From an optimization exercise on the open Yosys and OpenROAD flow, aimed at small area; shortcuts taken in it are not production practice.
RTL that was checked went through simulation tests only; none was proved equivalent to the original.

==> module mlp_24bit_scalable, before the edit <==
module mlp_24bit_scalable (
    input  wire        clk,
    input  wire [7:0]  q,
    input  wire [6:0]  c0,
    input  wire [6:0]  c1,
    output wire [3:0]  classification_result,
    output wire [23:0] regression_result
);
    localparam W0 = 12, W1 = 11, W2 = 15;    
    wire hid  = (q >= 8'd31) & (q <= 8'd44);    
    wire hidc = (q >= 8'd31) & (q <= 8'd37);    
    wire hid0 = (q == 8'd31);
    wire hidl = (q == 8'd44);
    reg [3:0] b;       
    reg [4:0] k;       
    wire bl = (b == 4'd13);
    always @(posedge clk) begin
        b <= (hidl | bl) ? 4'd0 : b + 4'd1;
        k <= hidl ? 5'd0 : k + {4'd0, bl};
    end
    wire have = (b == 4'd0) & (k != 5'd0) & (k <= 5'd11);
    wire [2:0] cs = q[2:0] + 3'd1;
    wire cb0 = c0[cs] & hidc;
    wire cb1 = c1[cs] & hidc;
    reg [13:0] h0, h1, h2;      
    reg        z0, z1, z2;      
    localparam [38*16-1:0] VROM = 608'b11100001000001111110111101000000111101111000010000011111101111010000001111011110000100000111111011110100000011110111100001000001111110111101000000111101111000010000011111101111010000001111011110000100000111111011110100000011110110110000011010111110100000111111110010111011001001110111001000010000000111111100011010100011101011010011111100111011111111101001111100011101111111010011111111111001101000011001101111100111101101010111011100000001000111111101110011111111010101000001101100111101110101111111110110001000100000101110101100011111110110000010100000100110001001101100000001100111011111100011000001000000;
    wire [37:0] vk = VROM[k[3:0]*38 +: 38];
    wire [W0-1:0] v0 = vk[11:0];
    wire [W1-1:0] v1 = vk[22:12];
    wire [W2-1:0] v2 = vk[37:23];
    reg [W0-1:0] d0; reg [W1-1:0] d1; reg [W2-1:0] d2;
    always @* begin
        if (hid) begin
            case ({cb1, cb0})
            2'b00: begin d0 = 0;   d1 = 0;   d2 = 0;   end
            2'b01: begin d0 = 50;  d1 = -10; d2 = -72; end
            2'b10: begin d0 = -22; d1 = 95;  d2 = 98;  end
            default: begin d0 = 28; d1 = 85; d2 = 26; end
            endcase
        end else begin
            d0 = (h0[0] & ~z0) ? v0 : {W0{1'b0}};
            d1 = (h1[0] & ~z1) ? v1 : {W1{1'b0}};
            d2 = (h2[0] & ~z2) ? v2 : {W2{1'b0}};
        end
    end
    wire first = hid ? hid0 : (b == 4'd0);
    wire [W0-1:0] i0 = hid ? -12'sd1110 : 12'd0;
    wire [W1-1:0] i1 = hid ? -11'sd380 : 11'd0;
    wire [W2-1:0] i2 = hid ? 15'sd2010 : 15'd0;
    reg [W0-1:0] A0; reg [6:0] L0;
    reg [W1-1:0] A1; reg [6:0] L1;
    reg [W2-1:0] A2; reg [6:0] L2;
    wire [W0:0] s0; wire [W1:0] s1; wire [W2:0] s2;
    mlp_radd #(W0) ad0(.a(first ? i0 : A0), .b(d0), .s(s0));
    mlp_radd #(W1) ad1(.a(first ? i1 : A1), .b(d1), .s(s1));
    mlp_radd #(W2) ad2(.a(first ? i2 : A2), .b(d2), .s(s2));
    always @(posedge clk) begin
        A0 <= s0[W0:1]; L0 <= {s0[0], L0[6:1]};
        A1 <= s1[W1:1]; L1 <= {s1[0], L1[6:1]};
        A2 <= s2[W2:1]; L2 <= {s2[0], L2[6:1]};
        h0 <= hid ? {s0[0], h0[13:1]} : {h0[0], h0[13:1]};
        h1 <= hid ? {s1[0], h1[13:1]} : {h1[0], h1[13:1]};
        h2 <= hid ? {s2[0], h2[13:1]} : {h2[0], h2[13:1]};
        if (hidl) begin
            z0 <= s0[W0]; z1 <= s1[W1]; z2 <= s2[W2];
        end
    end
    wire [W0+6:0] f0 = {A0, L0};
    wire [W1+6:0] f1 = {A1, L1};
    wire [W2+6:0] f2 = {A2, L2};
    localparam [20*16-1:0] OBROM = 320'b11111111011110111100111111110111101111001111111101111011110011111111011110111100111111110111101111000000100010100101101100000110001111111010000011101010100110010000101101110110100011111111011001100111000001010011101101000000001110100101001100001000000000100010000100010111010000011111101101001000000011111111011110111100;
    wire [19:0] obn = OBROM[k[3:0]*20 +: 20];
    wire [15:0] obk = obn[19:4];
    wire [3:0] nk = obn[3:0];    
    wire [22:0] e0 = {{(23-W0-7){f0[W0+6]}}, f0};
    wire [22:0] e1 = {{(23-W1-7){f1[W1+6]}}, f1};
    wire [22:0] e2 = {{(23-W2-7){f2[W2+6]}}, f2};
    wire [22:0] e3 = {{7{obk[15]}}, obk};
    wire [22:0] p1 = e0 ^ e1 ^ e2;
    wire [22:0] g1 = {(e0[21:0] & e1[21:0]) | (e2[21:0] & (e0[21:0] ^ e1[21:0])), 1'b0};
    wire [22:0] p2 = p1 ^ g1 ^ e3;
    wire [22:0] g2 = {(p1[21:0] & g1[21:0]) | (e3[21:0] & (p1[21:0] ^ g1[21:0])), 1'b0};
    wire [23:0] ok;
    mlp_radd #(23) ads(.a(p2), .b(g2), .s(ok));
    reg [15:0] okr;
    reg        fits;
    reg        cmpv;      
    always @(posedge clk) begin
        okr <= ok[15:0];
        fits <= (ok[22:15] == 8'h00) | (ok[22:15] == 8'hff);
        cmpv <= have;
    end
    reg [15:0] maxv;
    reg [3:0] maxi;
    reg [15:0] reg0;
    wire [15:0] ma = {~maxv[15], maxv[14:0]};
    wire [15:0] ob = {okr[15], ~okr[14:0]};
    wire [16:0] cc;
    assign cc[0] = 1'b1;
    genvar j;
    generate for (j = 0; j < 16; j = j + 1) begin : cmp
        assign cc[j+1] = (ma[j] & ob[j]) | (cc[j] & (ma[j] | ob[j]));
    end endgenerate
    wire gt = fits & ~cc[16];
    always @(posedge clk) begin
        if (cmpv) begin
            if (k == 5'd1) begin
                maxv <= okr; maxi <= 4'd0; reg0 <= okr;
            end else if (gt) begin
                maxv <= okr; maxi <= nk;
            end
        end
    end
    assign classification_result = maxi;
    assign regression_result = {{8{reg0[15]}}, reg0};
endmodule
Settings: LEC_CHECK=0, CAP_MARGIN=20, CORE_MARGIN=2, CORE_UTILIZATION=55, CTS_BUF_LIST=sky130_fd_sc_hd__clkbuf_8, CTS_CLUSTER_DIAMETER=100, CTS_CLUSTER_SIZE=14, PLACE_DENSITY=0.65, SLEW_MARGIN=20; clock period 10.0 ns.
run.sh (not shown) runs the stock make flow with config.mk's settings and CLKGATE_MAP_FILE= SYNTH_SCRIPT=/design/flow/synth_recipe.tcl, a recipe that flattens the netlist after the stock synthesis.
Edit:
--- a/flow/design.v
+++ b/flow/design.v
@@ -648,5 +648,5 @@
         k <= hidl ? 5'd0 : k + {4'd0, bl};
     end
-    wire have = (b == 4'd0) & (k != 5'd0) & (k <= 5'd11);
+    wire have = (b == 4'd0) & (k != 5'd0) & (k <= 5'd15);
     wire [2:0] cs = q[2:0] + 3'd1;
     wire cb0 = c0[cs] & hidc;
@@ -654,5 +654,5 @@
     reg [13:0] h0, h1, h2;      
     reg        z0, z1, z2;      
-    localparam [38*16-1:0] VROM = 608'b11100001000001111110111101000000111101111000010000011111101111010000001111011110000100000111111011110100000011110111100001000001111110111101000000111101111000010000011111101111010000001111011110000100000111111011110100000011110110110000011010111110100000111111110010111011001001110111001000010000000111111100011010100011101011010011111100111011111111101001111100011101111111010011111111111001101000011001101111100111101101010111011100000001000111111101110011111111010101000001101100111101110101111111110110001000100000101110101100011111110110000010100000100110001001101100000001100111011111100011000001000000;
+    localparam [38*16-1:0] VROM = 608'b11111100011101011111011110000010011100111111000111010111110111100000100111001111111011011011111001000100000111000011100001000001111110111101000000111101101100000110101111101000001111111100101110110010011101110010000100000001111111000110101000111010110100111111001110111111111010011111000111011111110100111111111110011010000110011011111001111000000000010100100000010100000001011010111010100101100000000000000000001101001101010111011100000001000111111101110011111111010101000001101100111101110101111111110110001000100000101110101100011111110110000010100000100110001001101100000001100111011111100011000001000000;
     wire [37:0] vk = VROM[k[3:0]*38 +: 38];
     wire [W0-1:0] v0 = vk[11:0];
@@ -699,8 +699,6 @@
     wire [W1+6:0] f1 = {A1, L1};
     wire [W2+6:0] f2 = {A2, L2};
-    localparam [20*16-1:0] OBROM = 320'b11111111011110111100111111110111101111001111111101111011110011111111011110111100111111110111101111000000100010100101101100000110001111111010000011101010100110010000101101110110100011111111011001100111000001010011101101000000001110100101001100001000000000100010000100010111010000011111101101001000000011111111011110111100;
-    wire [19:0] obn = OBROM[k[3:0]*20 +: 20];
-    wire [15:0] obk = obn[19:4];
-    wire [3:0] nk = obn[3:0];    
+    localparam [16*16-1:0] OBROM = 256'b1110011110010110111101110011000111111111011110110000100010100101000001100011111100001110101010010000101101110110111111110110011011101110110100101111101010101111000001010011101100000011101001010000100000000010000100010111010011111011010010001110011110010110;
+    wire [15:0] obk = OBROM[k[3:0]*16 +: 16];
     wire [22:0] e0 = {{(23-W0-7){f0[W0+6]}}, f0};
     wire [22:0] e1 = {{(23-W1-7){f1[W1+6]}}, f1};
@@ -738,5 +736,5 @@
                 maxv <= okr; maxi <= 4'd0; reg0 <= okr;
             end else if (gt) begin
-                maxv <= okr; maxi <= nk;
+                maxv <= okr; maxi <= k[3:0] - 4'd1;
             end
         end
Result: Global-route usage increases by 0.12 points. Cell area stays flat. Clock skew is lower by 0.025 ns. Via count stays flat. Non-clock buffer count is higher by 13. Fmax increases by 1.4%. Count of clock-buffer cells in the layout falls by 6. Hold slack gets worse by 0.015 ns. Die area hardly moves.

---

Setup of red:
SR_full_top, a different RTL version from the one above (not shown whole).
Size: about 4200 flip-flops, about 0.16 mm^2 of cells after synthesis.
==> module SR_chain, before the edit <==
module SR_chain #(parameter PH = 0) (
    input  wire       clk,
    input  wire       clr,
    input  wire [9:0] code,
    output wire       inc
);
    function automatic reachable(input integer v);
        begin
            if (PH == 0) reachable = 1'b1;
            else reachable = (v <= 721) || v == 725 || v == 739 || v == 1004 ||
                             v == 1018 || v == 1022 || v == 1023;
        end
    endfunction
    wire [31:0] row = 32'd1 << code[9:5];
    wire [31:0] col = 32'd1 << code[4:0];
    wire [1023:0] t;
    genvar r, c;
    generate for (r = 0; r < 32; r = r + 1) begin : rw
        for (c = 0; c < 32; c = c + 1) begin : cl
            if (reachable(r*32+c)) begin : e
                reg s1, s2;
                wire hit = row[r] & col[c];
                always @(posedge clk) begin
                    s1 <= hit | (s1 & ~clr);
                    s2 <= (s2 | (hit & s1)) & ~clr;
                end
                assign t[r*32+c] = hit & s1 & ~s2;
            end else begin : n
                assign t[r*32+c] = 1'b0;
            end
        end
    end endgenerate
    assign inc = |t;
endmodule
==> module SR_full_top, before the edit <==
module SR_full_top(input [13:0] ini,
                   input [13:0] inq,
                   input clk,
                   input reset,
                   input start,
                   output [9:0] out0,
                   output [9:0] out1,
                   output [3:0] classification_result,
                   output [23:0] regression_result,
                   output done,
                   output frame_end
    );
    wire [7:0] q;
    wire run;
    SR_chain_control ctl(.clk(clk), .reset(reset), .start(start), .q(q), .run(run),
                         .frame_end(frame_end), .done(done));
    wire [9:0] mag_c, arg_c;
    cordic_rtop cordic(.i_clk(clk), .i_xval(ini), .i_yval(inq), .o_mag(mag_c), .o_phase(arg_c));
    reg [9:0] mag, arg;
    always @(posedge clk) begin
        mag <= mag_c;
        arg <= arg_c;
    end
    wire clr = (q == 8'd248);
    wire inc_abs, inc_arg;
    SR_chain #(.PH(0)) hist_abs(.clk(clk), .clr(clr), .code(mag), .inc(inc_abs));
    SR_chain #(.PH(1)) hist_arg(.clk(clk), .clr(clr), .code(arg), .inc(inc_arg));
    wire [6:0] c_arg, c_abs;
    DBSCAN_ARG cnt_arg(.clk(clk), .clr(clr), .inc(inc_arg), .load(q == 8'd1), .count(c_arg), .out(out0));
    DBSCAN_ARG cnt_abs(.clk(clk), .clr(clr), .inc(inc_abs), .load(q == 8'd1), .count(c_abs), .out(out1));
    mlp_24bit_scalable mlp(.clk(clk), .q(q), .c0(c_arg), .c1(c_abs),
                           .classification_result(classification_result),
                           .regression_result(regression_result));
endmodule
make LEC_CHECK=0 CAP_MARGIN=20 CORE_MARGIN=2 CORE_UTILIZATION=40 CTS_BUF_LIST=sky130_fd_sc_hd__clkbuf_8 CTS_CLUSTER_DIAMETER=100 CTS_CLUSTER_SIZE=12 PLACE_DENSITY=0.5 SLEW_MARGIN=20 finish   # period 10.0 ns
--- input diff red..blue ---
diff --git a/flow/design.v b/flow/design.v
--- a/flow/design.v
+++ b/flow/design.v
@@ -10,26 +10,32 @@
             if (PH == 0) reachable = 1'b1;
             else reachable = (v <= 721) || v == 725 || v == 739 || v == 1004 ||
                              v == 1018 || v == 1022 || v == 1023;
         end
     endfunction
-    wire [31:0] row = 32'd1 << code[9:5];
-    wire [31:0] col = 32'd1 << code[4:0];
+    wire [3:0]  qs  = 4'd1 << code[9:8];
+    wire [15:0] row = 16'd1 << code[7:4];
+    wire [15:0] col = 16'd1 << code[3:0];
     wire [1023:0] t;
-    genvar r, c;
-    generate for (r = 0; r < 32; r = r + 1) begin : rw
-        for (c = 0; c < 32; c = c + 1) begin : cl
-            if (reachable(r*32+c)) begin : e
-                reg s1, s2;
-                wire hit = row[r] & col[c];
-                always @(posedge clk) begin
-                    s1 <= hit | (s1 & ~clr);
-                    s2 <= (s2 | (hit & s1)) & ~clr;
+    genvar q, r, c;
+    generate for (q = 0; q < 4; q = q + 1) begin : qu
+        wire [15:0] rq = row & {16{qs[q]}};
+        wire [15:0] cq = col & {16{qs[q]}};
+        for (r = 0; r < 16; r = r + 1) begin : rw
+            for (c = 0; c < 16; c = c + 1) begin : cl
+                localparam integer V = q*256 + r*16 + c;
+                if (reachable(V)) begin : e
+                    reg s1, s2;
+                    wire hit = rq[r] & cq[c];
+                    always @(posedge clk) begin
+                        s1 <= hit | (s1 & ~clr);
+                        s2 <= (s2 | (hit & s1)) & ~clr;
+                    end
+                    assign t[V] = hit & s1 & ~s2;
+                end else begin : n
+                    assign t[V] = 1'b0;
                 end
-                assign t[r*32+c] = hit & s1 & ~s2;
-            end else begin : n
-                assign t[r*32+c] = 1'b0;
             end
         end
     end endgenerate
     assign inc = |t;
 endmodule
@@ -583,18 +589,13 @@
     );
     wire [7:0] q;
     wire run;
     SR_chain_control ctl(.clk(clk), .reset(reset), .start(start), .q(q), .run(run),
                          .frame_end(frame_end), .done(done));
-    wire [9:0] mag_c, arg_c;
-    cordic_rtop cordic(.i_clk(clk), .i_xval(ini), .i_yval(inq), .o_mag(mag_c), .o_phase(arg_c));
-    reg [9:0] mag, arg;
-    always @(posedge clk) begin
-        mag <= mag_c;
-        arg <= arg_c;
-    end
-    wire clr = (q == 8'd248);
+    wire [9:0] mag, arg;
+    cordic_rtop cordic(.i_clk(clk), .i_xval(ini), .i_yval(inq), .o_mag(mag), .o_phase(arg));
+    wire clr = (q == 8'd247);
     wire inc_abs, inc_arg;
     SR_chain #(.PH(0)) hist_abs(.clk(clk), .clr(clr), .code(mag), .inc(inc_abs));
     SR_chain #(.PH(1)) hist_arg(.clk(clk), .clr(clr), .code(arg), .inc(inc_arg));
     wire [6:0] c_arg, c_abs;
     DBSCAN_ARG cnt_arg(.clk(clk), .clr(clr), .inc(inc_arg), .load(q == 8'd1), .count(c_arg), .out(out0));
red was carried through to the last stage, and its layout satisfied the timing, DRC and antenna checks.
Ran to the end and failed final checks on negative setup slack: blue.
NOTE: worst path arrival time in blue exceeds that of red
NOTE inverter count of the layout excluding clock inverters red->blue decreased by a few percent
On minimum setup slack in the final design: between red and blue, it ends up higher for red.
The die area of blue exceeds that of red by about 0.3%.
[compare] base=red new=blue: number of clock buffers in the layout now smaller; number of placed instances, taps included now larger; multi-input gate area in the final layout now larger; shortest clock period the worst path allows after layout now larger.
Lower count of unique library cells instantiated by Yosys was reported by red, not blue.
Summary of blue over red: number of non-clock buffers increased 1652; final period utilization increased 14 points.
For blue, only the layout was checked, not whether the RTL still works.

static timing again, ports no longer ideal:
Ports are ideal in the flow. The routed layouts listed here were re-timed in OpenROAD. Step 1 assumes that a clkbuf_16 drives the clock port and a buf_2 every other input. Step 2 also shifts input and output timing later by t, the mid clock arrival at the registers, as if the neighbouring blocks saw the same clock. a / b / c = ideal / step 1 / step 2; a / b = the first two.
run	t (ns)	setup WS [ns]	pins driven straight from the clock port
the first run of note 1	1.151	0.197 / 0.197 / 0.197	1
the second run of note 1	1.177	0.336 / 0.336 / 0.336	1
red	1.212	1.001 / 1.001 / 1.001	1
blue	1.244	-0.391 / -0.391 / -0.391	1
